What follows belongs to an exercise in optimizing a design on an open flow for small area and a short achievable clock period; a production flow would make more cautious choices.
In this exercise RTL edits were held to simulation tests only and were not proved equivalent to the original.
Power is estimated from default activity; no workload was simulated.

==> flow/design.v <==
module alu_top (
    input             clk,
    input      [7:0]  a_in,
    input      [7:0]  b_in,
    input      [3:0]  command_in,
    input             oe,
    output reg [15:0] d_out
);
    reg [7:0] a_q, b_q;
    reg [3:0] cmd_q;
    reg       oe_q;
    wire [15:0] alu_out;
    always @(posedge clk) begin
        a_q   <= a_in;
        b_q   <= b_in;
        cmd_q <= command_in;
        oe_q  <= oe;
        d_out <= alu_out;
    end
    alu u_alu (.a_in(a_q), .b_in(b_q), .command_in(cmd_q), .oe(oe_q), .d_out(alu_out));
endmodule

module alu ( input [7:0]a_in,b_in,input [3:0]command_in,input oe,output [15:0]d_out);
	wire [15:0] prod;
	wire [7:0] q;
	mul u_mul (.a(a_in), .b(b_in), .p(prod));
	div u_div (.a(a_in), .b(b_in), .q(q));
	wire [7:0] a = a_in;
	wire [7:0] b = b_in;
	wire [3:0] c = command_in;
	wire [15:0] dc = 16'd1 << c;
	wire t00 = dc[2] | dc[3] | dc[11] | dc[12] | dc[14];
	wire t01 = dc[0] | dc[3] | dc[11] | dc[13];
	wire t10 = dc[2] | dc[3] | dc[6] | dc[12] | dc[14];
	wire t11 = dc[0] | dc[3] | dc[6] | dc[11] | dc[12] | dc[13];
	wire cen = dc[0] | dc[1] | dc[2] | dc[3] | dc[6];
	wire cin = dc[1] | dc[2];
	wire [7:0] y;
	wire [8:0] cy;
	wire [7:0] sum;
	assign cy[0] = cin;
	genvar k;
	generate
		for (k = 0; k < 8; k = k + 1) begin : g_add
			assign y[k] = a[k] ? (b[k] ? t11 : t10) : (b[k] ? t01 : t00);
			wire ck = (k == 0) ? cy[0] : (cy[k] & cen);
			assign sum[k] = a[k] ^ y[k] ^ ck;
			assign cy[k+1] = (a[k] & y[k]) | (ck & (a[k] ^ y[k]));
		end
	endgenerate
	wire bz = ~(|b);
	wire az = ~(|a);
	wire s_sum = oe & (dc[0] | dc[1] | dc[2] | dc[3] | dc[6] | dc[11] | dc[12] | dc[13] | dc[14] | dc[15]);
	wire s_co  = oe & (dc[0] | dc[1] | dc[6]);
	wire s_sub = oe & (dc[2] | dc[3]);
	wire s_mul = oe & dc[4];
	wire s_div = oe & dc[5];
	wire s_shr = oe & dc[7];
	wire s_ff  = oe & (dc[11] | dc[12] | dc[14]);
	wire hi = s_ff | (s_sub & ~cy[8]) | (s_div & bz);
	wire b0 = oe & ((dc[8] & ~az & ~bz) | (dc[9] & ~(az & bz)) | (dc[10] & az));
	wire [7:0] lo = ({8{s_sum}} & sum) | ({8{s_mul}} & prod[7:0]) | ({8{s_div}} & q)
	              | ({8{s_shr}} & {1'b0, a[7:1]}) | {7'd0, b0};
	assign d_out[7:0] = lo;
	assign d_out[8] = hi | (s_mul & prod[8]) | (s_co & cy[8]);
	assign d_out[15:9] = {7{hi}} | ({7{s_mul}} & prod[15:9]);
endmodule
module fa (input x, y, z, output s, c);
	assign s = x ^ y ^ z;
	assign c = (x & y) | (z & (x ^ y));
endmodule
module ha (input x, y, output s, c);
	assign s = x ^ y;
	assign c = x & y;
endmodule
module mul (input [7:0] a, b, output [15:0] p);
	wire [7:0] pp [0:7];
	genvar i, j;
	generate
		for (i = 0; i < 8; i = i + 1) begin : g_pp
			assign pp[i] = a & {8{b[i]}};
		end
	endgenerate
	wire [6:0] s [1:7];
	wire [6:0] c [1:7];
	generate
		for (j = 0; j < 7; j = j + 1) begin : g_r1
			ha h (.x(pp[0][j+1]), .y(pp[1][j]), .s(s[1][j]), .c(c[1][j]));
		end
		for (i = 2; i < 8; i = i + 1) begin : g_row
			for (j = 0; j < 7; j = j + 1) begin : g_col
				wire top = (j == 6) ? pp[i-1][7] : s[i-1][j+1];
				fa f (.x(top), .y(pp[i][j]), .z(c[i-1][j]), .s(s[i][j]), .c(c[i][j]));
			end
		end
	endgenerate
	assign p[0] = pp[0][0];
	generate
		for (i = 1; i < 8; i = i + 1) begin : g_lo
			assign p[i] = s[i][0];
		end
	endgenerate
	wire [7:0] rc;
	ha hf (.x(s[7][1]), .y(c[7][0]), .s(p[8]), .c(rc[0]));
	generate
		for (j = 1; j < 7; j = j + 1) begin : g_fin
			wire top = (j == 6) ? pp[7][7] : s[7][j+1];
			fa f (.x(top), .y(c[7][j]), .z(rc[j-1]), .s(p[8+j]), .c(rc[j]));
		end
	endgenerate
	assign p[15] = rc[6];
endmodule
module div (input [7:0] a, b, output [7:0] q);
	wire [9:0] b1 = {2'b00, b};
	wire [9:0] b2 = {1'b0, b, 1'b0};
	wire [9:0] b3 = b1 + b2;
	wire [7:0] rem [0:4];
	assign rem[4] = 8'd0;
	genvar k;
	generate
		for (k = 3; k >= 0; k = k - 1) begin : g_st
			localparam I = 2*k;
			localparam W = 8 - I;
			wire [W-1:0] t;
			if (W == 2) begin : g_t2
				assign t = a[I+1:I];
			end else begin : g_tn
				assign t = {rem[k+1][W-3:0], a[I+1:I]};
			end
			wire [10:0] d1 = {11'd0, t} - {1'b0, b1};
			wire [10:0] d2 = {11'd0, t} - {1'b0, b2};
			wire [10:0] d3 = {11'd0, t} - {1'b0, b3};
			wire ge1 = ~d1[10], ge2 = ~d2[10], ge3 = ~d3[10];
			assign q[I+1] = ge2;
			assign q[I] = ge3 | (ge1 & ~ge2);
			wire [W-1:0] r = ge3 ? d3[W-1:0] : ge2 ? d2[W-1:0] : ge1 ? d1[W-1:0] : t;
			if (W == 8) begin : g_r8
				assign rem[k] = r;
			end else begin : g_rn
				assign rem[k] = {{(8-W){1'b0}}, r};
			end
		end
	endgenerate
endmodule
Settings: LEC_CHECK=0, ABC_AREA=1, CAP_MARGIN=20, CORE_MARGIN=2, CORE_UTILIZATION=40, CTS_BUF_LIST=sky130_fd_sc_hd__clkbuf_8, SLEW_MARGIN=80; clock period 24.0 ns.
run.sh (not shown) runs the stock make flow with config.mk's settings and CLKGATE_MAP_FILE= SYNTH_SCRIPT=/design/flow/synth_recipe.tcl, a recipe that flattens the netlist after the stock synthesis.
Edit:
==> flow/flow/run.sh (new file) <==
#!/bin/bash
# The standard layout, with the port buffers that global placement inserts
# made of the smallest plain buffer instead of the default choice.
set -euo pipefail
export BUFFER_PORTS_ARGS="-buffer_cell sky130_fd_sc_hd__buf_1"
bash standard.sh finish > standard_flow.log 2>&1
==> flow/standard.sh (new file) <==
#!/bin/bash
# synth_recipe.tcl (not shown) runs the flow's synth.tcl, then flattens the netlist and writes it again
# the make line also repeats each setting of config.mk as NAME=value (left out here)
make -C /OpenROAD-flow-scripts/flow DESIGN_CONFIG=/design/flow/config.mk WORK_HOME=/design/flow/orfs CLKGATE_MAP_FILE= SYNTH_SCRIPT=/design/flow/synth_recipe.tcl "${@:-finish}"
--- a/flow/config.mk
+++ b/flow/config.mk
@@ -11,3 +11,3 @@
 export CORE_UTILIZATION = 40
 export CTS_BUF_LIST = sky130_fd_sc_hd__clkbuf_8
-export SLEW_MARGIN = 80
+export SLEW_MARGIN = 60
removed: flow/run.sh
Result: First-iteration DRC count went up by 7.7%; power stays flat; worst setup slack degrades by 0.0034 ns; count of clock-buffer cells in the layout rises by 2; wire length went down by 2.0%; cell area went down by 7.5%.
Edit:
==> flow/run.sh (new file) <==
#!/bin/bash
# synth_recipe.tcl (not shown) runs the flow's synth.tcl, then flattens the netlist and writes it again
# the make line also repeats each setting of config.mk as NAME=value (left out here)
make -C /OpenROAD-flow-scripts/flow DESIGN_CONFIG=/design/flow/config.mk WORK_HOME=/design/flow/orfs CLKGATE_MAP_FILE= SYNTH_SCRIPT=/design/flow/synth_recipe.tcl finish
removed: flow/flow/run.sh
removed: flow/standard.sh
Outcome: Fmax barely changes; sequential share of layout area drops by 0.43 points; clock power goes down by about a fifth; first-iteration DRC count decreases by a few percent.
Edit:
--- a/flow/config.mk
+++ b/flow/config.mk
@@ -10,4 +10,3 @@
 export CORE_MARGIN = 2
 export CORE_UTILIZATION = 40
-export CTS_BUF_LIST = sky130_fd_sc_hd__clkbuf_8
-export SLEW_MARGIN = 60
+export SLEW_MARGIN = 20
Effect: Worst hold slack gets worse by 0.0048 ns; cell area increases by 0.46%; sequential power decreases by about 0.5%.

## afterwards: timing with drivers on the ports
In the flow no input, the clock included, has a driving cell. The finished layouts below were timed again as built, in two steps.
Step 1 sets driving cells, clkbuf_16 on the clock port and buf_2 on the other inputs (assumed; they add their load-dependent delay and slew).
Step 2, shift: input delay + t, output delay - t, t = (earliest + latest rising clock arrival at the registers) / 2. This alone moves slack from input paths to output paths.
a / b / c = no drivers / after step 1 / after step 2; a / b = the first two.
| run | t, ns | setup WS [ns] | worst setup path after step 2 | worst data-port slew with drivers (ns) |
|---|---|---|---|---|
| the first run | 0.345 | 16.850 / 16.850 / 16.850 | register to register | 0.03 |
| the second run | 0.351 | 16.847 / 16.847 / 16.847 | register to register | 0.04 |
| the third run | 0.353 | 16.849 / 16.849 / 16.849 | register to register | 0.03 |
| the fourth run | 0.333 | 16.602 / 16.602 / 16.602 | register to register | 0.03 |
After both steps every run listed still meets setup and hold.
